What follows belongs to an exercise in optimizing a design on an open flow for small area, a short achievable clock period and few clock cycles; a production flow would make more cautious choices. Only simulation tests tie the RTL to the original design; equivalence was not proved.

File: flow/design.v
module geofence(clk, reset, X, Y, valid, is_inside);
input clk;
input reset;
input [9:0] X;
input [9:0] Y;
output reg valid;
output reg is_inside;
reg [3:0] phase;             
reg [9:0] px, py;            
reg sx, sy;                  
reg [9:0] mx, my;            
reg lsx, lsy, rsx, rsy;
reg [9:0] lmx, lmy, rmx, rmy;
reg ins;
wire [10:0] dx = {1'b0, X} - {1'b0, px};
wire [10:0] dy = {1'b0, Y} - {1'b0, py};
wire [9:0] ax = (dx[9:0] ^ {10{dx[10]}}) + {9'd0, dx[10]};
wire [9:0] ay = (dy[9:0] ^ {10{dy[10]}}) + {9'd0, dy[10]};
wire zx = mx == 10'd0, zy = my == 10'd0;
wire zlx = lmx == 10'd0, zly = lmy == 10'd0;
wire zrx = rmx == 10'd0, zry = rmy == 10'd0;
wire a_le, a_dn;
xsgn ua(.a(lmx), .b(my), .c(lmy), .d(mx), .le(a_le), .lt(a_dn));
wire a_dz = a_le && !a_dn;
wire a_s1 = lsx ^ sy, a_s2 = lsy ^ sx;
wire a_nz = !(zlx || zy) || !(zly || zx);
wire an = (a_s1 == a_s2) ? (a_s1 ? !(a_dn || a_dz) : a_dn) : (a_s1 && a_nz);
wire az = (a_s1 == a_s2) ? a_dz : !a_nz;
wire ap = !an && !az;
wire b_le, b_dn;
xsgn ub(.a(mx), .b(rmy), .c(my), .d(rmx), .le(b_le), .lt(b_dn));
wire b_dz = b_le && !b_dn;
wire b_s1 = sx ^ rsy, b_s2 = sy ^ rsx;
wire b_nz = !(zx || zry) || !(zy || zrx);
wire bn = (b_s1 == b_s2) ? (b_s1 ? !(b_dn || b_dz) : b_dn) : (b_s1 && b_nz);
wire bz = (b_s1 == b_s2) ? b_dz : !b_nz;
wire bp = !bn && !bz;
wire opp = (!zx && (sx ^ lsx)) || (!zy && (sy ^ lsy));
wire hit = (zx && zy) || (an && (bn || bz)) || (az && bn) || (az && bz && opp);
always @(posedge clk or posedge reset) begin
    if (reset) phase <= 4'd0;
    else if (phase == 4'd8) phase <= 4'd0;
    else if (phase == 4'd6 && (ins || hit)) phase <= 4'd8;   
    else phase <= phase + 4'd1;
end
always @(posedge clk) begin
    sx <= dx[10]; mx <= ax;
    sy <= dy[10]; my <= ay;
end
always @(posedge clk) begin
    if (phase == 4'd0) begin
        px <= X;
        py <= Y;
    end
    if (phase == 4'd2) begin
        lsx <= sx; lmx <= mx; lsy <= sy; lmy <= my;
        rsx <= sx; rmx <= mx; rsy <= sy; rmy <= my;
        ins <= zx && zy;
    end else if (phase >= 4'd3 && phase <= 4'd7) begin
        if (hit) ins <= 1'b1;
        if (an && bp) begin lsx <= sx; lmx <= mx; lsy <= sy; lmy <= my; end
        if (ap && bn) begin rsx <= sx; rmx <= mx; rsy <= sy; rmy <= my; end
    end
end
always @(posedge clk or posedge reset) begin
    if (reset) begin
        valid <= 1'b0;
        is_inside <= 1'b0;
    end else begin
        valid <= (phase == 4'd7) || (phase == 4'd6 && (ins || hit));
        is_inside <= (phase == 4'd6 || phase == 4'd7) && (ins || hit);
    end
end
endmodule
module xsgn(input [9:0] a, input [9:0] b, input [9:0] c, input [9:0] d, output le, output lt);
wire t1 = (a[0] & b[9]) ^ ~(c[0] & d[9]) ^ (a[1] & b[8]);
wire t2 = ((a[0] & b[9]) & ~(c[0] & d[9])) | ((a[0] & b[9]) & (a[1] & b[8])) | (~(c[0] & d[9]) & (a[1] & b[8]));
wire t3 = (a[1] & b[9]) ^ ~(c[1] & d[9]);
wire t4 = (a[1] & b[9]) & ~(c[1] & d[9]);
wire t5 = (a[0] & b[6]) ^ ~(c[0] & d[6]) ^ (a[1] & b[5]);
wire t6 = ((a[0] & b[6]) & ~(c[0] & d[6])) | ((a[0] & b[6]) & (a[1] & b[5])) | (~(c[0] & d[6]) & (a[1] & b[5]));
wire t7 = (a[0] & b[7]) ^ ~(c[0] & d[7]) ^ (a[1] & b[6]);
wire t8 = ((a[0] & b[7]) & ~(c[0] & d[7])) | ((a[0] & b[7]) & (a[1] & b[6])) | (~(c[0] & d[7]) & (a[1] & b[6]));
wire t9 = ~(c[1] & d[6]) ^ (a[2] & b[5]) ^ ~(c[2] & d[5]);
wire t10 = (~(c[1] & d[6]) & (a[2] & b[5])) | (~(c[1] & d[6]) & ~(c[2] & d[5])) | ((a[2] & b[5]) & ~(c[2] & d[5]));
wire t11 = (a[3] & b[4]) ^ ~(c[3] & d[4]);
wire t12 = (a[3] & b[4]) & ~(c[3] & d[4]);
wire t13 = (a[0] & b[8]) ^ ~(c[0] & d[8]) ^ (a[1] & b[7]);
wire t14 = ((a[0] & b[8]) & ~(c[0] & d[8])) | ((a[0] & b[8]) & (a[1] & b[7])) | (~(c[0] & d[8]) & (a[1] & b[7]));
wire t15 = ~(c[1] & d[7]) ^ (a[2] & b[6]) ^ ~(c[2] & d[6]);
wire t16 = (~(c[1] & d[7]) & (a[2] & b[6])) | (~(c[1] & d[7]) & ~(c[2] & d[6])) | ((a[2] & b[6]) & ~(c[2] & d[6]));
wire t17 = (a[3] & b[5]) ^ ~(c[3] & d[5]) ^ (a[4] & b[4]);
wire t18 = ((a[3] & b[5]) & ~(c[3] & d[5])) | ((a[3] & b[5]) & (a[4] & b[4])) | (~(c[3] & d[5]) & (a[4] & b[4]));
wire t19 = ~(c[4] & d[4]) ^ (a[5] & b[3]) ^ ~(c[5] & d[3]);
wire t20 = (~(c[4] & d[4]) & (a[5] & b[3])) | (~(c[4] & d[4]) & ~(c[5] & d[3])) | ((a[5] & b[3]) & ~(c[5] & d[3]));
wire t21 = (a[6] & b[2]) ^ ~(c[6] & d[2]);
wire t22 = (a[6] & b[2]) & ~(c[6] & d[2]);
wire t23 = ~(c[1] & d[8]) ^ (a[2] & b[7]) ^ ~(c[2] & d[7]);
wire t24 = (~(c[1] & d[8]) & (a[2] & b[7])) | (~(c[1] & d[8]) & ~(c[2] & d[7])) | ((a[2] & b[7]) & ~(c[2] & d[7]));
wire t25 = (a[3] & b[6]) ^ ~(c[3] & d[6]) ^ (a[4] & b[5]);
wire t26 = ((a[3] & b[6]) & ~(c[3] & d[6])) | ((a[3] & b[6]) & (a[4] & b[5])) | (~(c[3] & d[6]) & (a[4] & b[5]));
wire t27 = ~(c[4] & d[5]) ^ (a[5] & b[4]) ^ ~(c[5] & d[4]);
wire t28 = (~(c[4] & d[5]) & (a[5] & b[4])) | (~(c[4] & d[5]) & ~(c[5] & d[4])) | ((a[5] & b[4]) & ~(c[5] & d[4]));
wire t29 = (a[6] & b[3]) ^ ~(c[6] & d[3]) ^ (a[7] & b[2]);
wire t30 = ((a[6] & b[3]) & ~(c[6] & d[3])) | ((a[6] & b[3]) & (a[7] & b[2])) | (~(c[6] & d[3]) & (a[7] & b[2]));
wire t31 = ~(c[7] & d[2]) ^ (a[8] & b[1]) ^ ~(c[8] & d[1]);
wire t32 = (~(c[7] & d[2]) & (a[8] & b[1])) | (~(c[7] & d[2]) & ~(c[8] & d[1])) | ((a[8] & b[1]) & ~(c[8] & d[1]));
wire t33 = (a[9] & b[0]) ^ ~(c[9] & d[0]);
wire t34 = (a[9] & b[0]) & ~(c[9] & d[0]);
wire t35 = (a[2] & b[8]) ^ ~(c[2] & d[8]) ^ (a[3] & b[7]);
wire t36 = ((a[2] & b[8]) & ~(c[2] & d[8])) | ((a[2] & b[8]) & (a[3] & b[7])) | (~(c[2] & d[8]) & (a[3] & b[7]));
wire t37 = ~(c[3] & d[7]) ^ (a[4] & b[6]) ^ ~(c[4] & d[6]);
wire t38 = (~(c[3] & d[7]) & (a[4] & b[6])) | (~(c[3] & d[7]) & ~(c[4] & d[6])) | ((a[4] & b[6]) & ~(c[4] & d[6]));
wire t39 = (a[5] & b[5]) ^ ~(c[5] & d[5]) ^ (a[6] & b[4]);
wire t40 = ((a[5] & b[5]) & ~(c[5] & d[5])) | ((a[5] & b[5]) & (a[6] & b[4])) | (~(c[5] & d[5]) & (a[6] & b[4]));
wire t41 = ~(c[6] & d[4]) ^ (a[7] & b[3]) ^ ~(c[7] & d[3]);
wire t42 = (~(c[6] & d[4]) & (a[7] & b[3])) | (~(c[6] & d[4]) & ~(c[7] & d[3])) | ((a[7] & b[3]) & ~(c[7] & d[3]));
wire t43 = (a[8] & b[2]) ^ ~(c[8] & d[2]) ^ (a[9] & b[1]);
wire t44 = ((a[8] & b[2]) & ~(c[8] & d[2])) | ((a[8] & b[2]) & (a[9] & b[1])) | (~(c[8] & d[2]) & (a[9] & b[1]));
wire t45 = ~(c[9] & d[1]) ^ 1'b1 ^ t2;
wire t46 = (~(c[9] & d[1]) & 1'b1) | (~(c[9] & d[1]) & t2) | (1'b1 & t2);
wire t47 = (a[2] & b[9]) ^ ~(c[2] & d[9]) ^ (a[3] & b[8]);
wire t48 = ((a[2] & b[9]) & ~(c[2] & d[9])) | ((a[2] & b[9]) & (a[3] & b[8])) | (~(c[2] & d[9]) & (a[3] & b[8]));
wire t49 = ~(c[3] & d[8]) ^ (a[4] & b[7]) ^ ~(c[4] & d[7]);
wire t50 = (~(c[3] & d[8]) & (a[4] & b[7])) | (~(c[3] & d[8]) & ~(c[4] & d[7])) | ((a[4] & b[7]) & ~(c[4] & d[7]));
wire t51 = (a[5] & b[6]) ^ ~(c[5] & d[6]) ^ (a[6] & b[5]);
wire t52 = ((a[5] & b[6]) & ~(c[5] & d[6])) | ((a[5] & b[6]) & (a[6] & b[5])) | (~(c[5] & d[6]) & (a[6] & b[5]));
wire t53 = ~(c[6] & d[5]) ^ (a[7] & b[4]) ^ ~(c[7] & d[4]);
wire t54 = (~(c[6] & d[5]) & (a[7] & b[4])) | (~(c[6] & d[5]) & ~(c[7] & d[4])) | ((a[7] & b[4]) & ~(c[7] & d[4]));
wire t55 = (a[8] & b[3]) ^ ~(c[8] & d[3]) ^ (a[9] & b[2]);
wire t56 = ((a[8] & b[3]) & ~(c[8] & d[3])) | ((a[8] & b[3]) & (a[9] & b[2])) | (~(c[8] & d[3]) & (a[9] & b[2]));
wire t57 = (a[3] & b[9]) ^ ~(c[3] & d[9]) ^ (a[4] & b[8]);
wire t58 = ((a[3] & b[9]) & ~(c[3] & d[9])) | ((a[3] & b[9]) & (a[4] & b[8])) | (~(c[3] & d[9]) & (a[4] & b[8]));
wire t59 = ~(c[4] & d[8]) ^ (a[5] & b[7]) ^ ~(c[5] & d[7]);
wire t60 = (~(c[4] & d[8]) & (a[5] & b[7])) | (~(c[4] & d[8]) & ~(c[5] & d[7])) | ((a[5] & b[7]) & ~(c[5] & d[7]));
wire t61 = (a[6] & b[6]) ^ ~(c[6] & d[6]) ^ (a[7] & b[5]);
wire t62 = ((a[6] & b[6]) & ~(c[6] & d[6])) | ((a[6] & b[6]) & (a[7] & b[5])) | (~(c[6] & d[6]) & (a[7] & b[5]));
wire t63 = (a[4] & b[9]) ^ ~(c[4] & d[9]) ^ (a[5] & b[8]);
wire t64 = ((a[4] & b[9]) & ~(c[4] & d[9])) | ((a[4] & b[9]) & (a[5] & b[8])) | (~(c[4] & d[9]) & (a[5] & b[8]));
wire t65 = (a[0] & b[4]) ^ ~(c[0] & d[4]) ^ (a[1] & b[3]);
wire t66 = ((a[0] & b[4]) & ~(c[0] & d[4])) | ((a[0] & b[4]) & (a[1] & b[3])) | (~(c[0] & d[4]) & (a[1] & b[3]));
wire t67 = (a[0] & b[5]) ^ ~(c[0] & d[5]) ^ (a[1] & b[4]);
wire t68 = ((a[0] & b[5]) & ~(c[0] & d[5])) | ((a[0] & b[5]) & (a[1] & b[4])) | (~(c[0] & d[5]) & (a[1] & b[4]));
wire t69 = ~(c[1] & d[4]) ^ (a[2] & b[3]) ^ ~(c[2] & d[3]);
wire t70 = (~(c[1] & d[4]) & (a[2] & b[3])) | (~(c[1] & d[4]) & ~(c[2] & d[3])) | ((a[2] & b[3]) & ~(c[2] & d[3]));
wire t71 = (a[3] & b[2]) ^ ~(c[3] & d[2]);
wire t72 = (a[3] & b[2]) & ~(c[3] & d[2]);
wire t73 = ~(c[1] & d[5]) ^ (a[2] & b[4]) ^ ~(c[2] & d[4]);
wire t74 = (~(c[1] & d[5]) & (a[2] & b[4])) | (~(c[1] & d[5]) & ~(c[2] & d[4])) | ((a[2] & b[4]) & ~(c[2] & d[4]));
wire t75 = (a[3] & b[3]) ^ ~(c[3] & d[3]) ^ (a[4] & b[2]);
wire t76 = ((a[3] & b[3]) & ~(c[3] & d[3])) | ((a[3] & b[3]) & (a[4] & b[2])) | (~(c[3] & d[3]) & (a[4] & b[2]));
wire t77 = ~(c[4] & d[2]) ^ (a[5] & b[1]) ^ ~(c[5] & d[1]);
wire t78 = (~(c[4] & d[2]) & (a[5] & b[1])) | (~(c[4] & d[2]) & ~(c[5] & d[1])) | ((a[5] & b[1]) & ~(c[5] & d[1]));
wire t79 = (a[6] & b[0]) ^ ~(c[6] & d[0]);
wire t80 = (a[6] & b[0]) & ~(c[6] & d[0]);
wire t81 = (a[4] & b[3]) ^ ~(c[4] & d[3]) ^ (a[5] & b[2]);
wire t82 = ((a[4] & b[3]) & ~(c[4] & d[3])) | ((a[4] & b[3]) & (a[5] & b[2])) | (~(c[4] & d[3]) & (a[5] & b[2]));
wire t83 = ~(c[5] & d[2]) ^ (a[6] & b[1]) ^ ~(c[6] & d[1]);
wire t84 = (~(c[5] & d[2]) & (a[6] & b[1])) | (~(c[5] & d[2]) & ~(c[6] & d[1])) | ((a[6] & b[1]) & ~(c[6] & d[1]));
wire t85 = (a[7] & b[0]) ^ ~(c[7] & d[0]) ^ 1'b1;
wire t86 = ((a[7] & b[0]) & ~(c[7] & d[0])) | ((a[7] & b[0]) & 1'b1) | (~(c[7] & d[0]) & 1'b1);
wire t87 = t6 ^ t7 ^ t9;
wire t88 = (t6 & t7) | (t6 & t9) | (t7 & t9);
wire t89 = (a[7] & b[1]) ^ ~(c[7] & d[1]) ^ (a[8] & b[0]);
wire t90 = ((a[7] & b[1]) & ~(c[7] & d[1])) | ((a[7] & b[1]) & (a[8] & b[0])) | (~(c[7] & d[1]) & (a[8] & b[0]));
wire t91 = ~(c[8] & d[0]) ^ 1'b1 ^ t8;
wire t92 = (~(c[8] & d[0]) & 1'b1) | (~(c[8] & d[0]) & t8) | (1'b1 & t8);
wire t93 = t10 ^ t12 ^ t13;
wire t94 = (t10 & t12) | (t10 & t13) | (t12 & t13);
wire t95 = t15 ^ t17 ^ t19;
wire t96 = (t15 & t17) | (t15 & t19) | (t17 & t19);
wire t97 = 1'b1 ^ t1 ^ t14;
wire t98 = (1'b1 & t1) | (1'b1 & t14) | (t1 & t14);
wire t99 = t16 ^ t18 ^ t20;
wire t100 = (t16 & t18) | (t16 & t20) | (t18 & t20);
wire t101 = t22 ^ t23 ^ t25;
wire t102 = (t22 & t23) | (t22 & t25) | (t23 & t25);
wire t103 = t27 ^ t29 ^ t31;
wire t104 = (t27 & t29) | (t27 & t31) | (t29 & t31);
wire t105 = t3 ^ t24 ^ t26;
wire t106 = (t3 & t24) | (t3 & t26) | (t24 & t26);
wire t107 = t28 ^ t30 ^ t32;
wire t108 = (t28 & t30) | (t28 & t32) | (t30 & t32);
wire t109 = t34 ^ t35 ^ t37;
wire t110 = (t34 & t35) | (t34 & t37) | (t35 & t37);
wire t111 = t39 ^ t41 ^ t43;
wire t112 = (t39 & t41) | (t39 & t43) | (t41 & t43);
wire t113 = ~(c[9] & d[2]) ^ t4 ^ t36;
wire t114 = (~(c[9] & d[2]) & t4) | (~(c[9] & d[2]) & t36) | (t4 & t36);
wire t115 = t38 ^ t40 ^ t42;
wire t116 = (t38 & t40) | (t38 & t42) | (t40 & t42);
wire t117 = t44 ^ t46 ^ t47;
wire t118 = (t44 & t46) | (t44 & t47) | (t46 & t47);
wire t119 = t49 ^ t51 ^ t53;
wire t120 = (t49 & t51) | (t49 & t53) | (t51 & t53);
wire t121 = ~(c[7] & d[5]) ^ (a[8] & b[4]) ^ ~(c[8] & d[4]);
wire t122 = (~(c[7] & d[5]) & (a[8] & b[4])) | (~(c[7] & d[5]) & ~(c[8] & d[4])) | ((a[8] & b[4]) & ~(c[8] & d[4]));
wire t123 = (a[9] & b[3]) ^ ~(c[9] & d[3]) ^ t48;
wire t124 = ((a[9] & b[3]) & ~(c[9] & d[3])) | ((a[9] & b[3]) & t48) | (~(c[9] & d[3]) & t48);
wire t125 = t50 ^ t52 ^ t54;
wire t126 = (t50 & t52) | (t50 & t54) | (t52 & t54);
wire t127 = t56 ^ t57 ^ t59;
wire t128 = (t56 & t57) | (t56 & t59) | (t57 & t59);
wire t129 = ~(c[5] & d[8]) ^ (a[6] & b[7]) ^ ~(c[6] & d[7]);
wire t130 = (~(c[5] & d[8]) & (a[6] & b[7])) | (~(c[5] & d[8]) & ~(c[6] & d[7])) | ((a[6] & b[7]) & ~(c[6] & d[7]));
wire t131 = (a[7] & b[6]) ^ ~(c[7] & d[6]) ^ (a[8] & b[5]);
wire t132 = ((a[7] & b[6]) & ~(c[7] & d[6])) | ((a[7] & b[6]) & (a[8] & b[5])) | (~(c[7] & d[6]) & (a[8] & b[5]));
wire t133 = ~(c[8] & d[5]) ^ (a[9] & b[4]) ^ ~(c[9] & d[4]);
wire t134 = (~(c[8] & d[5]) & (a[9] & b[4])) | (~(c[8] & d[5]) & ~(c[9] & d[4])) | ((a[9] & b[4]) & ~(c[9] & d[4]));
wire t135 = t58 ^ t60 ^ t62;
wire t136 = (t58 & t60) | (t58 & t62) | (t60 & t62);
wire t137 = (a[5] & b[9]) ^ ~(c[5] & d[9]) ^ (a[6] & b[8]);
wire t138 = ((a[5] & b[9]) & ~(c[5] & d[9])) | ((a[5] & b[9]) & (a[6] & b[8])) | (~(c[5] & d[9]) & (a[6] & b[8]));
wire t139 = ~(c[6] & d[8]) ^ (a[7] & b[7]) ^ ~(c[7] & d[7]);
wire t140 = (~(c[6] & d[8]) & (a[7] & b[7])) | (~(c[6] & d[8]) & ~(c[7] & d[7])) | ((a[7] & b[7]) & ~(c[7] & d[7]));
wire t141 = (a[8] & b[6]) ^ ~(c[8] & d[6]) ^ (a[9] & b[5]);
wire t142 = ((a[8] & b[6]) & ~(c[8] & d[6])) | ((a[8] & b[6]) & (a[9] & b[5])) | (~(c[8] & d[6]) & (a[9] & b[5]));
wire t143 = (a[6] & b[9]) ^ ~(c[6] & d[9]) ^ (a[7] & b[8]);
wire t144 = ((a[6] & b[9]) & ~(c[6] & d[9])) | ((a[6] & b[9]) & (a[7] & b[8])) | (~(c[6] & d[9]) & (a[7] & b[8]));
wire t145 = (a[0] & b[2]) ^ ~(c[0] & d[2]);
wire t146 = (a[0] & b[2]) & ~(c[0] & d[2]);
wire t147 = (a[0] & b[3]) ^ ~(c[0] & d[3]) ^ (a[1] & b[2]);
wire t148 = ((a[0] & b[3]) & ~(c[0] & d[3])) | ((a[0] & b[3]) & (a[1] & b[2])) | (~(c[0] & d[3]) & (a[1] & b[2]));
wire t149 = ~(c[1] & d[2]) ^ (a[2] & b[1]) ^ ~(c[2] & d[1]);
wire t150 = (~(c[1] & d[2]) & (a[2] & b[1])) | (~(c[1] & d[2]) & ~(c[2] & d[1])) | ((a[2] & b[1]) & ~(c[2] & d[1]));
wire t151 = ~(c[1] & d[3]) ^ (a[2] & b[2]) ^ ~(c[2] & d[2]);
wire t152 = (~(c[1] & d[3]) & (a[2] & b[2])) | (~(c[1] & d[3]) & ~(c[2] & d[2])) | ((a[2] & b[2]) & ~(c[2] & d[2]));
wire t153 = (a[3] & b[1]) ^ ~(c[3] & d[1]) ^ (a[4] & b[0]);
wire t154 = ((a[3] & b[1]) & ~(c[3] & d[1])) | ((a[3] & b[1]) & (a[4] & b[0])) | (~(c[3] & d[1]) & (a[4] & b[0]));
wire t155 = ~(c[4] & d[0]) ^ 1'b1;
wire t156 = ~(c[4] & d[0]) & 1'b1;
wire t157 = (a[4] & b[1]) ^ ~(c[4] & d[1]) ^ (a[5] & b[0]);
wire t158 = ((a[4] & b[1]) & ~(c[4] & d[1])) | ((a[4] & b[1]) & (a[5] & b[0])) | (~(c[4] & d[1]) & (a[5] & b[0]));
wire t159 = ~(c[5] & d[0]) ^ 1'b1 ^ t66;
wire t160 = (~(c[5] & d[0]) & 1'b1) | (~(c[5] & d[0]) & t66) | (1'b1 & t66);
wire t161 = t67 ^ t69 ^ t71;
wire t162 = (t67 & t69) | (t67 & t71) | (t69 & t71);
wire t163 = 1'b1 ^ t5 ^ t68;
wire t164 = (1'b1 & t5) | (1'b1 & t68) | (t5 & t68);
wire t165 = t70 ^ t72 ^ t73;
wire t166 = (t70 & t72) | (t70 & t73) | (t72 & t73);
wire t167 = t75 ^ t77 ^ t79;
wire t168 = (t75 & t77) | (t75 & t79) | (t77 & t79);
wire t169 = t11 ^ t74 ^ t76;
wire t170 = (t11 & t74) | (t11 & t76) | (t74 & t76);
wire t171 = t78 ^ t80 ^ t81;
wire t172 = (t78 & t80) | (t78 & t81) | (t80 & t81);
wire t173 = t83 ^ t85 ^ t87;
wire t174 = (t83 & t85) | (t83 & t87) | (t85 & t87);
wire t175 = t21 ^ t82 ^ t84;
wire t176 = (t21 & t82) | (t21 & t84) | (t82 & t84);
wire t177 = t86 ^ t88 ^ t89;
wire t178 = (t86 & t88) | (t86 & t89) | (t88 & t89);
wire t179 = t91 ^ t93 ^ t95;
wire t180 = (t91 & t93) | (t91 & t95) | (t93 & t95);
wire t181 = t33 ^ t90 ^ t92;
wire t182 = (t33 & t90) | (t33 & t92) | (t90 & t92);
wire t183 = t94 ^ t96 ^ t97;
wire t184 = (t94 & t96) | (t94 & t97) | (t96 & t97);
wire t185 = t99 ^ t101 ^ t103;
wire t186 = (t99 & t101) | (t99 & t103) | (t101 & t103);
wire t187 = t45 ^ t98 ^ t100;
wire t188 = (t45 & t98) | (t45 & t100) | (t98 & t100);
wire t189 = t102 ^ t104 ^ t105;
wire t190 = (t102 & t104) | (t102 & t105) | (t104 & t105);
wire t191 = t107 ^ t109 ^ t111;
wire t192 = (t107 & t109) | (t107 & t111) | (t109 & t111);
wire t193 = t55 ^ t106 ^ t108;
wire t194 = (t55 & t106) | (t55 & t108) | (t106 & t108);
wire t195 = t110 ^ t112 ^ t113;
wire t196 = (t110 & t112) | (t110 & t113) | (t112 & t113);
wire t197 = t115 ^ t117 ^ t119;
wire t198 = (t115 & t117) | (t115 & t119) | (t117 & t119);
wire t199 = t61 ^ t114 ^ t116;
wire t200 = (t61 & t114) | (t61 & t116) | (t114 & t116);
wire t201 = t118 ^ t120 ^ t121;
wire t202 = (t118 & t120) | (t118 & t121) | (t120 & t121);
wire t203 = t123 ^ t125 ^ t127;
wire t204 = (t123 & t125) | (t123 & t127) | (t125 & t127);
wire t205 = t63 ^ t122 ^ t124;
wire t206 = (t63 & t122) | (t63 & t124) | (t122 & t124);
wire t207 = t126 ^ t128 ^ t129;
wire t208 = (t126 & t128) | (t126 & t129) | (t128 & t129);
wire t209 = t131 ^ t133 ^ t135;
wire t210 = (t131 & t133) | (t131 & t135) | (t133 & t135);
wire t211 = ~(c[9] & d[5]) ^ t64 ^ t130;
wire t212 = (~(c[9] & d[5]) & t64) | (~(c[9] & d[5]) & t130) | (t64 & t130);
wire t213 = t132 ^ t134 ^ t136;
wire t214 = (t132 & t134) | (t132 & t136) | (t134 & t136);
wire t215 = t137 ^ t139 ^ t141;
wire t216 = (t137 & t139) | (t137 & t141) | (t139 & t141);
wire t217 = ~(c[7] & d[8]) ^ (a[8] & b[7]) ^ ~(c[8] & d[7]);
wire t218 = (~(c[7] & d[8]) & (a[8] & b[7])) | (~(c[7] & d[8]) & ~(c[8] & d[7])) | ((a[8] & b[7]) & ~(c[8] & d[7]));
wire t219 = (a[9] & b[6]) ^ ~(c[9] & d[6]) ^ t138;
wire t220 = ((a[9] & b[6]) & ~(c[9] & d[6])) | ((a[9] & b[6]) & t138) | (~(c[9] & d[6]) & t138);
wire t221 = t140 ^ t142 ^ t143;
wire t222 = (t140 & t142) | (t140 & t143) | (t142 & t143);
wire t223 = (a[7] & b[9]) ^ ~(c[7] & d[9]) ^ (a[8] & b[8]);
wire t224 = ((a[7] & b[9]) & ~(c[7] & d[9])) | ((a[7] & b[9]) & (a[8] & b[8])) | (~(c[7] & d[9]) & (a[8] & b[8]));
wire t225 = ~(c[8] & d[8]) ^ (a[9] & b[7]) ^ ~(c[9] & d[7]);
wire t226 = (~(c[8] & d[8]) & (a[9] & b[7])) | (~(c[8] & d[8]) & ~(c[9] & d[7])) | ((a[9] & b[7]) & ~(c[9] & d[7]));
wire t227 = (a[0] & b[1]) ^ ~(c[0] & d[1]);
wire t228 = (a[0] & b[1]) & ~(c[0] & d[1]);
wire t229 = (a[1] & b[1]) ^ ~(c[1] & d[1]) ^ (a[2] & b[0]);
wire t230 = ((a[1] & b[1]) & ~(c[1] & d[1])) | ((a[1] & b[1]) & (a[2] & b[0])) | (~(c[1] & d[1]) & (a[2] & b[0]));
wire t231 = ~(c[2] & d[0]) ^ 1'b1;
wire t232 = ~(c[2] & d[0]) & 1'b1;
wire t233 = (a[3] & b[0]) ^ ~(c[3] & d[0]) ^ 1'b1;
wire t234 = ((a[3] & b[0]) & ~(c[3] & d[0])) | ((a[3] & b[0]) & 1'b1) | (~(c[3] & d[0]) & 1'b1);
wire t235 = t146 ^ t147 ^ t149;
wire t236 = (t146 & t147) | (t146 & t149) | (t147 & t149);
wire t237 = t65 ^ t148 ^ t150;
wire t238 = (t65 & t148) | (t65 & t150) | (t148 & t150);
wire t239 = t151 ^ t153 ^ t155;
wire t240 = (t151 & t153) | (t151 & t155) | (t153 & t155);
wire t241 = t152 ^ t154 ^ t156;
wire t242 = (t152 & t154) | (t152 & t156) | (t154 & t156);
wire t243 = t157 ^ t159 ^ t161;
wire t244 = (t157 & t159) | (t157 & t161) | (t159 & t161);
wire t245 = t158 ^ t160 ^ t162;
wire t246 = (t158 & t160) | (t158 & t162) | (t160 & t162);
wire t247 = t163 ^ t165 ^ t167;
wire t248 = (t163 & t165) | (t163 & t167) | (t165 & t167);
wire t249 = t164 ^ t166 ^ t168;
wire t250 = (t164 & t166) | (t164 & t168) | (t166 & t168);
wire t251 = t169 ^ t171 ^ t173;
wire t252 = (t169 & t171) | (t169 & t173) | (t171 & t173);
wire t253 = t170 ^ t172 ^ t174;
wire t254 = (t170 & t172) | (t170 & t174) | (t172 & t174);
wire t255 = t175 ^ t177 ^ t179;
wire t256 = (t175 & t177) | (t175 & t179) | (t177 & t179);
wire t257 = t176 ^ t178 ^ t180;
wire t258 = (t176 & t178) | (t176 & t180) | (t178 & t180);
wire t259 = t181 ^ t183 ^ t185;
wire t260 = (t181 & t183) | (t181 & t185) | (t183 & t185);
wire t261 = t182 ^ t184 ^ t186;
wire t262 = (t182 & t184) | (t182 & t186) | (t184 & t186);
wire t263 = t187 ^ t189 ^ t191;
wire t264 = (t187 & t189) | (t187 & t191) | (t189 & t191);
wire t265 = t188 ^ t190 ^ t192;
wire t266 = (t188 & t190) | (t188 & t192) | (t190 & t192);
wire t267 = t193 ^ t195 ^ t197;
wire t268 = (t193 & t195) | (t193 & t197) | (t195 & t197);
wire t269 = t194 ^ t196 ^ t198;
wire t270 = (t194 & t196) | (t194 & t198) | (t196 & t198);
wire t271 = t199 ^ t201 ^ t203;
wire t272 = (t199 & t201) | (t199 & t203) | (t201 & t203);
wire t273 = t200 ^ t202 ^ t204;
wire t274 = (t200 & t202) | (t200 & t204) | (t202 & t204);
wire t275 = t205 ^ t207 ^ t209;
wire t276 = (t205 & t207) | (t205 & t209) | (t207 & t209);
wire t277 = t206 ^ t208 ^ t210;
wire t278 = (t206 & t208) | (t206 & t210) | (t208 & t210);
wire t279 = t211 ^ t213 ^ t215;
wire t280 = (t211 & t213) | (t211 & t215) | (t213 & t215);
wire t281 = t212 ^ t214 ^ t216;
wire t282 = (t212 & t214) | (t212 & t216) | (t214 & t216);
wire t283 = t217 ^ t219 ^ t221;
wire t284 = (t217 & t219) | (t217 & t221) | (t219 & t221);
wire t285 = t144 ^ t218 ^ t220;
wire t286 = (t144 & t218) | (t144 & t220) | (t218 & t220);
wire t287 = t222 ^ t223 ^ t225;
wire t288 = (t222 & t223) | (t222 & t225) | (t223 & t225);
wire t289 = (a[8] & b[9]) ^ ~(c[8] & d[9]) ^ (a[9] & b[8]);
wire t290 = ((a[8] & b[9]) & ~(c[8] & d[9])) | ((a[8] & b[9]) & (a[9] & b[8])) | (~(c[8] & d[9]) & (a[9] & b[8]));
wire t291 = ~(c[9] & d[8]) ^ t224 ^ t226;
wire t292 = (~(c[9] & d[8]) & t224) | (~(c[9] & d[8]) & t226) | (t224 & t226);
wire t293 = (a[1] & b[0]) ^ ~(c[1] & d[0]);
wire t294 = (a[1] & b[0]) & ~(c[1] & d[0]);
wire t295 = t145 ^ t228 ^ t229;
wire t296 = (t145 & t228) | (t145 & t229) | (t228 & t229);
wire t297 = t230 ^ t232 ^ t233;
wire t298 = (t230 & t232) | (t230 & t233) | (t232 & t233);
wire t299 = t234 ^ t236 ^ t237;
wire t300 = (t234 & t236) | (t234 & t237) | (t236 & t237);
wire t301 = t238 ^ t240 ^ t241;
wire t302 = (t238 & t240) | (t238 & t241) | (t240 & t241);
wire t303 = t242 ^ t244 ^ t245;
wire t304 = (t242 & t244) | (t242 & t245) | (t244 & t245);
wire t305 = t246 ^ t248 ^ t249;
wire t306 = (t246 & t248) | (t246 & t249) | (t248 & t249);
wire t307 = t250 ^ t252 ^ t253;
wire t308 = (t250 & t252) | (t250 & t253) | (t252 & t253);
wire t309 = t254 ^ t256 ^ t257;
wire t310 = (t254 & t256) | (t254 & t257) | (t256 & t257);
wire t311 = t258 ^ t260 ^ t261;
wire t312 = (t258 & t260) | (t258 & t261) | (t260 & t261);
wire t313 = t262 ^ t264 ^ t265;
wire t314 = (t262 & t264) | (t262 & t265) | (t264 & t265);
wire t315 = t266 ^ t268 ^ t269;
wire t316 = (t266 & t268) | (t266 & t269) | (t268 & t269);
wire t317 = t270 ^ t272 ^ t273;
wire t318 = (t270 & t272) | (t270 & t273) | (t272 & t273);
wire t319 = t274 ^ t276 ^ t277;
wire t320 = (t274 & t276) | (t274 & t277) | (t276 & t277);
wire t321 = t278 ^ t280 ^ t281;
wire t322 = (t278 & t280) | (t278 & t281) | (t280 & t281);
wire t323 = t282 ^ t284 ^ t285;
wire t324 = (t282 & t284) | (t282 & t285) | (t284 & t285);
wire t325 = t286 ^ t288 ^ t289;
wire t326 = (t286 & t288) | (t286 & t289) | (t288 & t289);
wire t327 = (a[9] & b[9]) ^ ~(c[9] & d[9]) ^ t290;
wire t328 = ((a[9] & b[9]) & ~(c[9] & d[9])) | ((a[9] & b[9]) & t290) | (~(c[9] & d[9]) & t290);
wire t329 = 1'b1 ^ t227;
wire t330 = 1'b1 & t227;
wire t331 = t231 ^ t294 ^ t295;
wire t332 = (t231 & t294) | (t231 & t295) | (t294 & t295);
wire t333 = t235 ^ t296 ^ t297;
wire t334 = (t235 & t296) | (t235 & t297) | (t296 & t297);
wire t335 = t239 ^ t298 ^ t299;
wire t336 = (t239 & t298) | (t239 & t299) | (t298 & t299);
wire t337 = t243 ^ t300 ^ t301;
wire t338 = (t243 & t300) | (t243 & t301) | (t300 & t301);
wire t339 = t247 ^ t302 ^ t303;
wire t340 = (t247 & t302) | (t247 & t303) | (t302 & t303);
wire t341 = t251 ^ t304 ^ t305;
wire t342 = (t251 & t304) | (t251 & t305) | (t304 & t305);
wire t343 = t255 ^ t306 ^ t307;
wire t344 = (t255 & t306) | (t255 & t307) | (t306 & t307);
wire t345 = t259 ^ t308 ^ t309;
wire t346 = (t259 & t308) | (t259 & t309) | (t308 & t309);
wire t347 = t263 ^ t310 ^ t311;
wire t348 = (t263 & t310) | (t263 & t311) | (t310 & t311);
wire t349 = t267 ^ t312 ^ t313;
wire t350 = (t267 & t312) | (t267 & t313) | (t312 & t313);
wire t351 = t271 ^ t314 ^ t315;
wire t352 = (t271 & t314) | (t271 & t315) | (t314 & t315);
wire t353 = t275 ^ t316 ^ t317;
wire t354 = (t275 & t316) | (t275 & t317) | (t316 & t317);
wire t355 = t279 ^ t318 ^ t319;
wire t356 = (t279 & t318) | (t279 & t319) | (t318 & t319);
wire t357 = t283 ^ t320 ^ t321;
wire t358 = (t283 & t320) | (t283 & t321) | (t320 & t321);
wire t359 = t287 ^ t322 ^ t323;
wire t360 = (t287 & t322) | (t287 & t323) | (t322 & t323);
wire t361 = t291 ^ t324 ^ t325;
wire t362 = (t291 & t324) | (t291 & t325) | (t324 & t325);
wire t363 = t292 ^ t326 ^ t327;
wire t364 = (t292 & t326) | (t292 & t327) | (t326 & t327);
wire [20:0] x = {1'b1, t328, t362, t360, t358, t356, t354, t352, t350, t348, t346, t344, t342, t340, t338, t336, t334, t332, t330, t293, (a[0] & b[0])};
wire [20:0] y = {1'b0, t364, t363, t361, t359, t357, t355, t353, t351, t349, t347, t345, t343, t341, t339, t337, t335, t333, t331, t329, ~(c[0] & d[0])};
wire [19:0] g = x[19:0] & y[19:0];
wire [19:0] p = x[19:0] | y[19:0];
wire G1 = g[1] | (p[1] & g[0]);
wire P1 = p[1] & p[0];
wire G2 = g[4] | (p[4] & g[3]);
wire P2 = p[4] & p[3];
wire G3 = G2 | (P2 & g[2]);
wire P3 = P2 & p[2];
wire G4 = G3 | (P3 & G1);
wire P4 = P3 & P1;
wire G5 = g[6] | (p[6] & g[5]);
wire P5 = p[6] & p[5];
wire G6 = g[9] | (p[9] & g[8]);
wire P6 = p[9] & p[8];
wire G7 = G6 | (P6 & g[7]);
wire P7 = P6 & p[7];
wire G8 = G7 | (P7 & G5);
wire P8 = P7 & P5;
wire G9 = G8 | (P8 & G4);
wire P9 = P8 & P4;
wire G10 = g[11] | (p[11] & g[10]);
wire P10 = p[11] & p[10];
wire G11 = g[14] | (p[14] & g[13]);
wire P11 = p[14] & p[13];
wire G12 = G11 | (P11 & g[12]);
wire P12 = P11 & p[12];
wire G13 = G12 | (P12 & G10);
wire P13 = P12 & P10;
wire G14 = g[16] | (p[16] & g[15]);
wire P14 = p[16] & p[15];
wire G15 = g[19] | (p[19] & g[18]);
wire P15 = p[19] & p[18];
wire G16 = G15 | (P15 & g[17]);
wire P16 = P15 & p[17];
wire G17 = G16 | (P16 & G14);
wire P17 = P16 & P14;
wire G18 = G17 | (P17 & G13);
wire P18 = P17 & P13;
wire G19 = G18 | (P18 & G9);
wire P19 = P18 & P9;
wire top = x[20] ^ y[20];
assign le = top ^ G19;
assign lt = top ^ (G19 | P19);
endmodule
File: flow/flow/run.sh
#!/bin/bash
# The standard layout, with one extra step between synthesis and floorplan:
# invopt.py removes the inverters that Yosys's full-adder extraction leaves between
# adders (see invopt.py). Each tool's output goes to a log of its own.
set -euo pipefail
R=orfs/results/$FLOW_PLATFORM/geofence/base
LIB=$FLOW_HOME/platforms/$FLOW_PLATFORM/lib/sky130_fd_sc_hd__tt_025C_1v80.lib
bash standard.sh synth > synth.log 2>&1
cp $R/1_2_yosys.v 1_2_yosys.synth.v
python3 flow/invopt.py $LIB 1_2_yosys.synth.v 1_2_yosys.invopt.v > invopt.log 2>&1
cp 1_2_yosys.invopt.v $R/1_2_yosys.v
bash standard.sh "CTS_ARGS=-sink_clustering_enable -repair_clock_nets -buf_list {sky130_fd_sc_hd__clkbuf_4 sky130_fd_sc_hd__clkbuf_8} -sink_clustering_size 30 -sink_clustering_max_diameter 100 -dont_use_dummy_load" finish > layout.log 2>&1
File: flow/flow/invopt.py
#!/usr/bin/env python3
"""Polarity clean-up of a mapped sky130hd netlist (Yosys write_verilog output).

Yosys's extract_fa maps many full adders in inverted form (inverted inputs and outputs),
which leaves inverters between adders. A full adder is self-dual: FA(~a,~b,~c) gives
(~sum, ~cout). This script removes every inverter, then picks for each full adder whether
to use it inverted, and for some single-output gates whether to swap them for their
complement (and2 <-> nand2, ...), so that as few inverters as possible are needed; it
then adds one inverter per signal whose complement is still needed. The function of the
netlist and its registers are unchanged.

usage: invopt.py lib in.v out.v"""
import re, sys, random

lib_path, src, dst = sys.argv[1:4]
P = "sky130_fd_sc_hd__"

# cell areas and pin directions from the liberty file
areas, pins, cur, curpin = {}, {}, None, None
for line in open(lib_path):
    m = re.match(r'\s*cell \("(\w+)"\)', line)
    if m:
        cur = m.group(1); pins[cur] = {}; continue
    m = re.match(r'\s*area\s*:\s*([0-9.]+)', line)
    if m and cur and cur not in areas:
        areas[cur] = float(m.group(1))
    m = re.match(r'\s*pin \("(\w+)"\)', line)
    if m and cur:
        curpin = m.group(1); continue
    m = re.match(r'\s*direction\s*:\s*"?(\w+)"?', line)
    if m and cur and curpin:
        pins[cur][curpin] = m.group(1); curpin = None

PAIRS = [("and2", "nand2"), ("or2", "nor2"), ("xor2", "xnor2"), ("and3", "nand3"),
         ("or3", "nor3"), ("and4", "nand4"), ("or4", "nor4"), ("a21o", "a21oi"),
         ("o21a", "o21ai"), ("a22o", "a22oi"), ("o22a", "o22ai"), ("a211o", "a211oi"),
         ("o211a", "o211ai"), ("a31o", "a31oi"), ("o31a", "o31ai"), ("xor3", "xnor3"),
         ("buf", "inv"), ("clkbuf", "inv"), ("a221o", "a221oi"), ("o221a", "o221ai"),
         ("a41o", "a41oi"), ("o41a", "o41ai"), ("a32o", "a32oi"), ("o32a", "o32ai"),
         ("mux2", "mux2i")]
COMP = {}
for a, b in PAIRS:
    x, y = P + a + "_1", P + b + "_1"
    if x in pins and y in pins:
        ix = sorted(p for p, d in pins[x].items() if d == "input")
        iy = sorted(p for p, d in pins[y].items() if d == "input")
        ox = [p for p, d in pins[x].items() if d == "output"]
        oy = [p for p, d in pins[y].items() if d == "output"]
        if ix == iy and len(ox) == 1 and len(oy) == 1:
            if a != "clkbuf":
                COMP[y] = (x, oy[0], ox[0])
            COMP[x] = (y, ox[0], oy[0])
INV = re.compile(P + r"(inv|clkinv)_\d+$")
FA = P + "fa_1"
HA = P + "ha_1"

text = open(src).read()
mod = re.search(r"module\s+(\w+)\s*\((.*?)\);(.*)endmodule", text, re.S)
body = mod.group(3)
outputs = set()
for m in re.finditer(r"^\s*output\s+(\[[^\]]*\]\s*)?(\w+)\s*;", body, re.M):
    outputs.add(m.group(2))
inputs = set()
for m in re.finditer(r"^\s*input\s+(\[[^\]]*\]\s*)?(\w+)\s*;", body, re.M):
    inputs.add(m.group(2))

cell_re = re.compile(r"^\s*(" + P + r"\w+)\s+(\S+)\s*\((.*?)\);", re.M | re.S)
pin_re = re.compile(r"\.(\w+)\(\s*(.*?)\s*\)\s*(?:,|$)", re.S)
cells = []
for m in cell_re.finditer(body):
    t, name, conns = m.group(1), m.group(2), m.group(3)
    pc = [(p, n.strip()) for p, n in pin_re.findall(conns)]
    cells.append([t, name, pc])
if re.search(r"^\s*assign\s", body, re.M):
    sys.exit("netlist has assign statements")
other = cell_re.sub("", body)

def is_out(t, p):
    return pins[t].get(p) == "output"

# nets driven by inverters: net -> input net
inv_of = {}
for t, name, pc in cells:
    if INV.match(t):
        d = dict(pc); inv_of[d["Y"]] = d["A"]
def base(n):
    pol = 0
    while n in inv_of:
        n = inv_of[n]; pol ^= 1
    return n, pol

for o in outputs:
    if base(o)[1] or o in inv_of:
        sys.exit("output port driven by an inverter")

# variables: full adders (flip all pins) and complementable gates (flip the output)
var_of_cell = {}
driver_var = {}   # base net -> var index (its physical polarity)
nvar = 0
ctype = []
for i, (t, name, pc) in enumerate(cells):
    if INV.match(t):
        continue
    if t == FA or t in COMP or t == HA:
        var_of_cell[i] = nvar; ctype.append(t); nvar += 1
        if t != HA:
            for p, n in pc:
                if is_out(t, p):
                    driver_var[n] = var_of_cell[i]
val = [0] * nvar

# loads: (cell index, pin, base net, literal polarity, var of load or None)
loads = {}
for i, (t, name, pc) in enumerate(cells):
    if INV.match(t):
        continue
    for p, n in pc:
        if is_out(t, p):
            continue
        b, pol = base(n)
        v = var_of_cell[i] if t in (FA, HA) else None
        loads.setdefault(b, []).append((i, p, pol, v))
for o in outputs:
    loads.setdefault(o, []).append((None, o, 0, None))

sig_of_var = {}
for b in loads:
    if b in driver_var:
        sig_of_var.setdefault(driver_var[b], []).append(b)
for_var_loads = {}
for b, ls in loads.items():
    for (i, p, pol, v) in ls:
        if v is not None:
            for_var_loads.setdefault(v, set()).add(b)

inv_area = areas[P + "inv_1"]
def sig_cost(b):
    ph = val[driver_var[b]] if b in driver_var else 0
    need = False
    for (i, p, pol, v) in loads[b]:
        req = pol ^ (val[v] if v is not None else 0)
        if req != ph:
            need = True; break
    return inv_area if need else 0.0
def var_cost(v):
    t = ctype[v]
    if t == FA:
        return 0.0
    if t == HA:
        return (areas[P + "xor2_1"] + areas[P + "nor2_1"]) if val[v] else areas[t]
    return areas[COMP[t][0]] if val[v] else areas[t]
def touched(v):
    s = set(sig_of_var.get(v, [])) | for_var_loads.get(v, set())
    return s

total = sum(sig_cost(b) for b in loads) + sum(var_cost(v) for v in range(nvar))
start = total + inv_area * 0
orig = sum(areas[t] for t, n, pc in cells if INV.match(t) or t == FA or t in COMP)
order = list(range(nvar))
rng = random.Random(1)
def delta(v):
    ss = touched(v)
    before = sum(sig_cost(b) for b in ss) + var_cost(v)
    val[v] ^= 1
    after = sum(sig_cost(b) for b in ss) + var_cost(v)
    val[v] ^= 1
    return after - before
def descend():
    global total
    improved = True
    while improved:
        improved = False
        rng.shuffle(order)
        for v in order:
            d = delta(v)
            if d < -1e-9 or (d < 1e-9 and rng.random() < 0.3):
                val[v] ^= 1; total += d
                if d < -1e-9:
                    improved = True
descend()
best, best_val = total, list(val)
for it in range(300):
    for v in rng.sample(range(nvar), max(1, nvar // 30)):
        total += delta(v); val[v] ^= 1
    descend()
    if total < best - 1e-9:
        best, best_val = total, list(val)
    else:
        val[:] = best_val; total = best

# rewrite
def W(n):
    return n + " " if n.startswith("\\") else n
new_cells = []
inv_net = {}
k = 0
for b in sorted(loads):
    ph = val[driver_var[b]] if b in driver_var else 0
    for (i, p, pol, v) in loads[b]:
        req = pol ^ (val[v] if v is not None else 0)
        if req != ph and b not in inv_net:
            k += 1
            inv_net[b] = f"invopt_{k}"
            new_cells.append(f"  {P}inv_1 invopt_c{k} (\n    .A({W(b)}),\n    .Y({inv_net[b]})\n  );")
conn = {}
for b, ls in loads.items():
    ph = val[driver_var[b]] if b in driver_var else 0
    for (i, p, pol, v) in ls:
        req = pol ^ (val[v] if v is not None else 0)
        net = b if req == ph else inv_net[b]
        if i is None:
            if net != p:
                sys.exit("output port polarity")
            continue
        conn[(i, p)] = net
conn = {k: W(n) for k, n in conn.items()}
out_cells = []
for i, (t, name, pc) in enumerate(cells):
    if INV.match(t):
        continue
    if t == HA and val[var_of_cell[i]]:
        d = dict(pc)
        a, b = conn[(i, "A")], conn[(i, "B")]
        if "SUM" in d:
            out_cells.append(f"  {P}xor2_1 {name}_s (\n    .A({a}),\n    .B({b}),\n    .X({W(d['SUM'])})\n  );")
        if "COUT" in d:
            out_cells.append(f"  {P}nor2_1 {name}_c (\n    .A({a}),\n    .B({b}),\n    .Y({W(d['COUT'])})\n  );")
        continue
    nt = t
    opin = {}
    if i in var_of_cell and t != FA and val[var_of_cell[i]]:
        nt, po, pn = COMP[t]
        opin[po] = pn
    items = []
    for p, n in pc:
        if is_out(t, p):
            items.append(f"    .{opin.get(p, p)}({W(n)})")
        else:
            items.append(f"    .{p}({conn[(i, p)]})")
    out_cells.append(f"  {nt} {name} (\n" + ",\n".join(items) + "\n  );")
decl = "\n".join(f"  wire {inv_net[b]};" for b in sorted(inv_net, key=lambda b: inv_net[b]))
newbody = other.rstrip() + "\n" + decl + "\n" + "\n".join(out_cells + new_cells) + "\n"
out = text[:mod.start(3)] + newbody + text[mod.end(3):]
open(dst, "w").write(out)
ninv0 = sum(1 for t, n, pc in cells if INV.match(t))
nflip = sum(1 for v in range(nvar) if val[v] and ctype[v] in (FA, HA))
ncomp = sum(1 for v in range(nvar) if val[v] and ctype[v] != FA)
sys.stderr.write(f"invopt: inverters {ninv0} -> {k}, adders flipped {nflip}, gates swapped {ncomp}, "
                 f"area of touched cells {orig:.1f} -> {total:.1f}\n")
File: flow/standard.sh
#!/bin/bash
# synth_recipe.tcl (not shown) runs the flow's synth.tcl, then flattens the netlist and writes it again
# the make line also repeats each setting of config.mk as NAME=value (left out here)
make -C /OpenROAD-flow-scripts/flow DESIGN_CONFIG=/design/flow/config.mk WORK_HOME=/design/flow/orfs CLKGATE_MAP_FILE= SYNTH_SCRIPT=/design/flow/synth_recipe.tcl "${@:-finish}"
File: flow/config.mk
export PLATFORM = sky130hd
export DESIGN_NAME = geofence
export DESIGN_NICKNAME = geofence
export VERILOG_FILES = /design/flow/design.v
export SDC_FILE = /design/flow/constraint.sdc
export NUM_CORES = 4
export LEC_CHECK = 0
export CAP_MARGIN = 20
export CORE_MARGIN = 2
export CORE_UTILIZATION = 40
export CTS_BUF_LIST = sky130_fd_sc_hd__clkbuf_4 sky130_fd_sc_hd__clkbuf_8
export CTS_CLUSTER_DIAMETER = 100
export CTS_CLUSTER_SIZE = 30
export PLACE_DENSITY = 0.6
export SETUP_SLACK_MARGIN = 5
export SLEW_MARGIN = 20
File: flow/constraint.sdc
create_clock -name core_clock -period 12.0 [get_ports {clk}]
set_input_delay 2.4000 -clock core_clock [delete_from_list [all_inputs] [get_ports {clk}]]
set_output_delay 2.4000 -clock core_clock [all_outputs]
set_load 0.01 [all_outputs]
==> results_dict.tcl, run 1 <==
set metrics [dict create \
    required_ps 12030 \
    drive_gt1_share_pct 3.12 \
    portBuffers 23 \
    clockBufferDepth 2 \
    fin_setup_tns_ps 0 \
    worstSetupPathType "reg2reg" \
    fill_cells 3409 \
    start_kind "flop" \
    core.rowCount 70 \
    syn_to_final_growth_pct 5.50 \
    die_y_um 195 \
    synth-warning-count 1 \
    antenna_found_initial 0 \
    utilization_pct 42.5 \
    groute.usage.overall_pct 20.3 \
    drtAntennaViolNets 0 \
    grt_pass1_vias 11000 \
    crit_slowest_cell "or4_1" \
    placed_area_um2 15300 \
    skew_ps 27.2 \
    core-area_um2 36300 \
    layout_commonest_cell "fa_1" \
    place_inst 1835 \
    avgSynthCellArea_um2 10.4 \
    drc_errors 0 \
    final.setup.worst_slack_ps 5470 \
    regArea_um2 2550 \
    final_max_slew_viol_count 0 \
    dp_slack_ps 4790 \
    final_nets 1763 \
    final_cell_mix "fa_1, nand2_1, and2_1" \
    max_freq_ghz 0.153 \
    worstPathCellList "and2_1, fa_1, fa_1, fa_1, fa_1, fa_1, inv_1, fa_1, a22o_1, a211oi_1, o2111ai_1, or4_1, o2111a_1, a21oi_2, nand2_1, o21ai_4" \
    dr.pass1.iters 5 \
    grt_max_degree 26 \
    dp_hpwl_um 26600 \
    clock_latency_ps 360 \
    arrival_ps 6560 \
    path_clk_slew_ps 90 \
    setup_viol 0 \
    die-area_um2 38100 \
    multi_input_area_um2 11400 \
    drt_iter0_markers 770 \
    maxCapViolations 0 \
    wl_per_cell_um 19.6 \
    syn_nets 1793 \
    slew_headroom_pct 39.4 \
    io_pins 24 \
    final_area_um2 15400 \
    wl_um 36100 \
    synth_area_um2 14600 \
    cp_common_cell "fa_1" \
    tritoncts "yes" \
    cts.htree.levels 3 \
    rsz0062_at_grt "no" \
    grt_pass1_wl_um 60100 \
    post_cts_buffers 0 \
    die_w_um 195 \
    worst_slew_pin_slew_ps 909 \
    holdWs_ps 557 \
    cts_buffers 9 \
    vias 9970 \
    run_status "no timing/DRC/antenna violations" \
    synthCells 1410 \
    period_needed_ps 6530 \
    slowest_delay_ps 600 \
    end_kind "flop" \
    place.gp.congestion 0.839 \
    viasPerCell 5.40 \
    crit_path_max_fanout 11 \
    antenna_cells 0 \
    clock_sinks 93 \
    grt-ovfl-total 0 \
    layout.cells.non_filler 1846 \
    hold_class "reg2reg" \
    hold_violations 0 \
    start_util_pct 40.3 \
    root_buffer "clkbuf_8" \
    fin_crit_sh_pct 54.4 \
]
[layer usage]
layer	up-vias	part of all wire, %	track usage [%]
li1	4392	-	-
met1	5131	43	27.7
met2	375	48	32.9
met3	72	6.8	3.94
met4	0	2.8	6.22
met5	-	0	0
[registers in the layout, indices dropped and copies added, names as in the netlist, 4 cells and up]
signal	count
py	10
lmx	10
my	10
rmx	10
mx	10
phase	4
lmy	10
rmy	10
px	10
[path summary, 6_finish.rpt]
check	startpoint	to	slack, ps	cells after the start
min in group asynchronous	reset	is_inside	2250	2
max	rmy[9]	lmy[5]	5470	16
min	px[0]	mx[0]	560	2
max in group asynchronous	reset	phase[2]	9520	2
min reg2reg	px[0]	mx[0]	560	2
max reg2reg	rmy[9]	lmy[5]	5470	16
[area by class of cell]
type,instances,area share (%)
multi-input combinational,1122,73.8
sequential,93,16.5
tap,468,3.79
inverter,116,2.82
timing repair buffer,38,2.22
clock buffer,9,0.802
[worst max-delay path: cells and delay by family (launching register included)]
kind | cells | cell delay, ps
flip-flops | 1 | 590
AND/OR/NAND/NOR | 3 | 1040
adder cells (fa/ha/maj) | 6 | 2730
buffers and inverters | 1 | 80
AO/OA/AOI/OAI | 6 | 1750
[timing repair]
| item | in CTS | in global routing |
|---|---|---|
| endpoints found under the setup margin | 31 | 51 |
| hold buffers | 0 | 0 |
| cloned | 0 | 2 |
| resized for setup | 2 | 8 |
| pin swaps | 0 | 2 |
Testbench counts, summed over its fixed seeds: cycles 70,999.
==> run 2, diff against run 1 <==
--- a/flow/flow/invopt.py
+++ b/flow/flow/invopt.py
@@ -40,6 +40,9 @@
          ("mux2", "mux2i")]
 COMP = {}
-for a, b in PAIRS:
-    x, y = P + a + "_1", P + b + "_1"
+for a, b, d in [(a, b, d) for a, b in PAIRS for d in ("_4", "_2", "_1")] + \
+        [(b, a, d) for a, b in PAIRS for d in ("_4", "_2", "_1")]:
+    x, y = P + a + d, P + b + "_1"
+    if a == "inv":
+        continue
     if x in pins and y in pins:
         ix = sorted(p for p, d in pins[x].items() if d == "input")
@@ -48,6 +51,4 @@
         oy = [p for p, d in pins[y].items() if d == "output"]
         if ix == iy and len(ox) == 1 and len(oy) == 1:
-            if a != "clkbuf":
-                COMP[y] = (x, oy[0], ox[0])
             COMP[x] = (y, ox[0], oy[0])
 INV = re.compile(P + r"(inv|clkinv)_\d+$")
==> results_dict.tcl, run 2 <==
set metrics [dict create \
    io_pins 24 \
    fin_setup_tns_ps 0 \
    synth-warning-count 1 \
    final_max_slew_viol_count 0 \
    path_clk_slew_ps 90 \
    slew_headroom_pct 39.4 \
    layout.cells.non_filler 1832 \
    period_needed_ps 6670 \
    end_kind "flop" \
    utilization_pct 43.1 \
    cts_hold_buf 0 \
    post_cts_buffers 0 \
    r2r_slack_ps 5330 \
    worstHoldStart "sx" \
    final_cell_mix "fa_1, nand2_1, and2_1" \
    core.rowCount 69 \
    viasPerCell 5.40 \
    vias 9898 \
    critPathCapture "lsy" \
    groute.usage.overall_pct 20.4 \
    drc_errors 0 \
    final_area_um2 15400 \
    avgSynthCellArea_um2 10.4 \
    grt-ovfl-total 0 \
    r2r_cells 16 \
    drtAntennaViolNets 0 \
    worst_slew_pin_slew_ps 909 \
    core-area_um2 35700 \
    die_w_um 195 \
    place.gp.congestion 0.835 \
    place_inst 1822 \
    root_buffer "clkbuf_8" \
    start_kind "flop" \
    crit_path_max_fanout 13 \
    synth_area_um2 14600 \
    worstSetupPathType "reg2reg" \
    cts.htree.levels 3 \
    die-area_um2 38000 \
    final.setup.worst_slack_ps 5330 \
    required_ps 12020 \
    startpoint "mx[9]" \
    max_freq_ghz 0.150 \
    hold_class "reg2reg" \
    syn_to_final_growth_pct 5.48 \
    portBuffers 23 \
    skew_ps 26.0 \
    run_status "no timing/DRC/antenna violations" \
    clockBufferDepth 2 \
    wl_um 36500 \
    tritoncts "yes" \
    rsz0062_at_grt "no" \
    clock_latency_ps 370 \
    hold_violations 0 \
    dr.pass1.iters 5 \
    arrival_ps 6700 \
    final_nets 1755 \
    setup_viol 0 \
    antenna_found_initial 0 \
    antenna_cells 0 \
    synthCells 1402 \
    rr_startpoint "mx[9]" \
    drt_iter0_markers 831 \
    regArea_um2 2550 \
    cts_buffers 9 \
    start_util_pct 40.8 \
    grt_pass1_wl_um 60700 \
    grt_max_degree 26 \
    die_y_um 195 \
    clock_sinks 93 \
    grt_pass1_vias 11100 \
    drive_gt1_share_pct 3.06 \
    dp_slack_ps 4740 \
    wl_per_cell_um 19.9 \
    placed_area_um2 15200 \
    layout_commonest_cell "fa_1" \
    syn_nets 1784 \
    fin_crit_sh_pct 55.6 \
    dp_hpwl_um 27300 \
    multi_input_area_um2 11400 \
    maxCapViolations 0 \
    r2r_end "lsy" \
    holdWs_ps 566 \
    fill_cells 3467 \
]
[run 2: worst min path at each step]
stage | endpoint | slack, ps | cells after the start
6_report | rsx | 570 | 0
5_1_grt | rsx | 580 | 0
4_1_cts | rsx | 570 | 0
3_5_place_dp | rsx | 570 | 0
3_3_place_gp | lsx | 560 | 0
2_1_floorplan | lmy[0] | 460 | 0
[run 2: area by class of cell]
type	count	share of cell area, %
multi-input cells	1122	74.0
flip-flops and latches	93	16.6
well taps	461	3.75
inverters	107	2.61
repair buffers	40	2.32
clock buffers	9	0.805
[run 2: metal layers]
layer	track usage, %	share of wire, %
met4	6.33	2.9
met2	34.1	48
met3	3.06	6.5
met1	27.7	42
met5	0	0
[run 2: timing repair]
item | 4_1_cts | 5_1_grt
pin swaps | 0 | 1
cloned | 0 | 1
resized for setup | 5 | 3
endpoints found under the setup margin | 44 | 45
[run 2: critical path, cell delays in order, from the launching register on]
cell	delay, ps
dfxtp_1	760
buf_4	330
and2_1	160
fa_1	430
fa_1	410
fa_1	440
fa_1	430
fa_1	540
inv_1	50
fa_1	470
a222oi_1	390
o2111ai_1	380
or4_1	630
o2111a_1	160
a21oi_2	160
nand2_1	180
o21ai_4	400
==> run 3, diff against run 2 <==
--- a/flow/flow/run.sh
+++ b/flow/flow/run.sh
@@ -10,3 +10,3 @@
 python3 flow/invopt.py $LIB 1_2_yosys.synth.v 1_2_yosys.invopt.v > invopt.log 2>&1
 cp 1_2_yosys.invopt.v $R/1_2_yosys.v
-bash standard.sh "CTS_ARGS=-sink_clustering_enable -repair_clock_nets -buf_list {sky130_fd_sc_hd__clkbuf_4 sky130_fd_sc_hd__clkbuf_8} -sink_clustering_size 30 -sink_clustering_max_diameter 100 -dont_use_dummy_load" finish > layout.log 2>&1
+bash standard.sh "BUFFER_PORTS_ARGS=-buffer_cell sky130_fd_sc_hd__buf_1" "CTS_ARGS=-sink_clustering_enable -repair_clock_nets -buf_list {sky130_fd_sc_hd__clkbuf_4 sky130_fd_sc_hd__clkbuf_8} -sink_clustering_size 30 -sink_clustering_max_diameter 100 -dont_use_dummy_load" finish > layout.log 2>&1
==> results_dict.tcl, run 3 <==
set metrics [dict create \
    worstSetupPathType "reg2reg" \
    grt-busiest-layer "met2" \
    end_kind "flop" \
    final_area_um2 15200 \
    root_buffer "clkbuf_8" \
    dr.pass1.iters 5 \
    antenna_found_initial 0 \
    run_status "no timing/DRC/antenna violations" \
    final.setup.worst_slack_ps 5350 \
    fin_setup_tns_ps 0 \
    rsz0062_at_grt "no" \
    die_w_um 195 \
    r2r_end "rmy[5]" \
    cp_top_family "adder cells" \
    slowest_delay_ps 680 \
    groute.usage.overall_pct 20.0 \
    clock_latency_ps 360 \
    crit_path_max_fanout 22 \
    core-area_um2 35700 \
    grt_max_degree 26 \
    setup_viol 0 \
    grt_pass1_vias 10800 \
    hold_violations 0 \
    clockBufferDepth 2 \
    r2r_slack_ps 5350 \
    cts.htree.levels 3 \
    dp_hpwl_um 27300 \
    required_ps 11970 \
    final_nets 1755 \
    grt.met2_usage_pct 33.3 \
    die-area_um2 38000 \
    vias 9844 \
    final_max_slew_viol_count 0 \
    drive_gt1_share_pct 2.92 \
    hold_class "reg2reg" \
    use_met1_pct 27.7 \
    gr-usage-met3_pct 2.47 \
    min_to "lsx" \
    start_kind "flop" \
    tritoncts "yes" \
    post_cts_buffers 0 \
    grt-ovfl-total 0 \
    synthCells 1402 \
    worstHoldStart "sx" \
    utilization_pct 42.7 \
    synth-warning-count 1 \
    arrival_ps 6610 \
    start_util_pct 40.8 \
    drc_errors 0 \
    worst_slew_pin_slew_ps 1030 \
    fin_crit_sh_pct 55.4 \
    hold-path-cell-count 0 \
    synth_area_um2 14600 \
    final_cell_mix "fa_1, nand2_1, and2_1" \
    worstPathCellList "buf_4, and2_1, fa_1, fa_1, inv_1, fa_1, fa_1, fa_1, fa_1, nand2b_1, o2111ai_1, nor3_1, a311o_1, a21oi_1, o21ai_1, nand3b_1, o21ai_4" \
    rr_startpoint "mx[6]" \
    wl_per_cell_um 19.7 \
    io_pins 24 \
    max_freq_ghz 0.150 \
    syn_to_final_growth_pct 4.48 \
    layout_commonest_cell "fa_1" \
    place.gp.congestion 0.852 \
    period_needed_ps 6650 \
    dp_slack_ps 4780 \
    cp_common_cell "fa_1" \
    fill_cells 3435 \
    grt_pass1_wl_um 59500 \
    maxCapViolations 0 \
    viasPerCell 5.37 \
    slew_headroom_pct 31.3 \
    cts_buffers 9 \
    skew_ps 29.8 \
    avgSynthCellArea_um2 10.4 \
    drt_iter0_markers 876 \
    r2r_cells 17 \
    core.rowCount 69 \
    wl_um 36100 \
    portBuffers 23 \
    antenna_cells 0 \
    clock_sinks 93 \
    drtAntennaViolNets 0 \
    path_buf_inv 2 \
    placed_area_um2 15100 \
    die_y_um 195 \
    syn_nets 1784 \
    path_clk_slew_ps 90 \
    crit_slowest_cell "dfxtp_1" \
]
## run 3: metrics by stage
stage | cells | hold slack, ps
floorplan | 1402 | 460
detailed placement | 1822 | 559
global route | 1832 | 589
global placement | 1822 | 554
finish | 1832 | 564
CTS | 1831 | 566
## run 3: worst max-delay path by stage
stage	endpoint	slack, ps	depth (start not counted)	from
after floorplan	lmx[0]	5200	19	my[0]
after global placement	lmx[8]	4970	16	mx[3]
after detailed placement	lmx[8]	4780	15	mx[5]
after CTS	lmx[9]	5050	16	mx[3]
after global routing	rmy[8]	5010	17	mx[6]
final	rmy[5]	5350	17	mx[6]
## run 3: final cells by class
type / count / area, µm² / share of cell area [%]
well taps: 461 / 577 / 3.78
clock buffers: 9 / 124 / 0.812
repair buffers: 40 / 214 / 1.40
flip-flops and latches: 93 / 2550 / 16.7
multi-input cells: 1122 / 11400 / 74.7
inverters: 107 / 402 / 2.63
## run 3: timing repair
item | 4_1_cts | 5_1_grt
setup endpoints to repair | 32 | 48
pin swaps | 0 | 1
gates resized for setup | 3 | 4
gates cloned | 0 | 1
hold buffers | 0 | 0
## run 3: worst reg2reg max path: cells and delay by family (launching register included)
family	cells	cell delay, ps
compound gates	5	1460
buf+inv	2	380
flops	1	680
fa+ha+maj	6	2810
simple gates	4	960
## run 3: metal layers
metal  vias to the layer above  part of all wire (%)  wire [µm]
met3                        62                   6.1       2210
met2                       374                    48      17400
met5                         -                     0          0
li1                       4373                     -          -
met4                         0                   2.6        939
met1                      5035                    43      15500

==> what the ideal ports hide <==
The flow's constraints put no driver on any port. The routed layouts listed below were extracted and timed again, unchanged, in two steps. Step 1 assumes that a clkbuf_16 drives the clock port and a buf_2 every other input. Step 2, shift: input delay + t, output delay - t, t = (earliest + latest rising clock arrival at the registers) / 2. This alone moves slack from input paths to output paths. a / b / c = ideal / step 1 / step 2; a / b = the first two.
| run | shift t [ns] | setup WS [ns] | worst setup path at the end |
|---|---|---|---|
| run 1 | 0.376 | 5.469 / 5.469 / 5.469 | register to register |
| run 2 | 0.384 | 5.326 / 5.326 / 5.326 | register to register |
| run 3 | 0.382 | 5.353 / 5.353 / 5.353 | register to register |
After both steps every run listed still meets setup and hold.
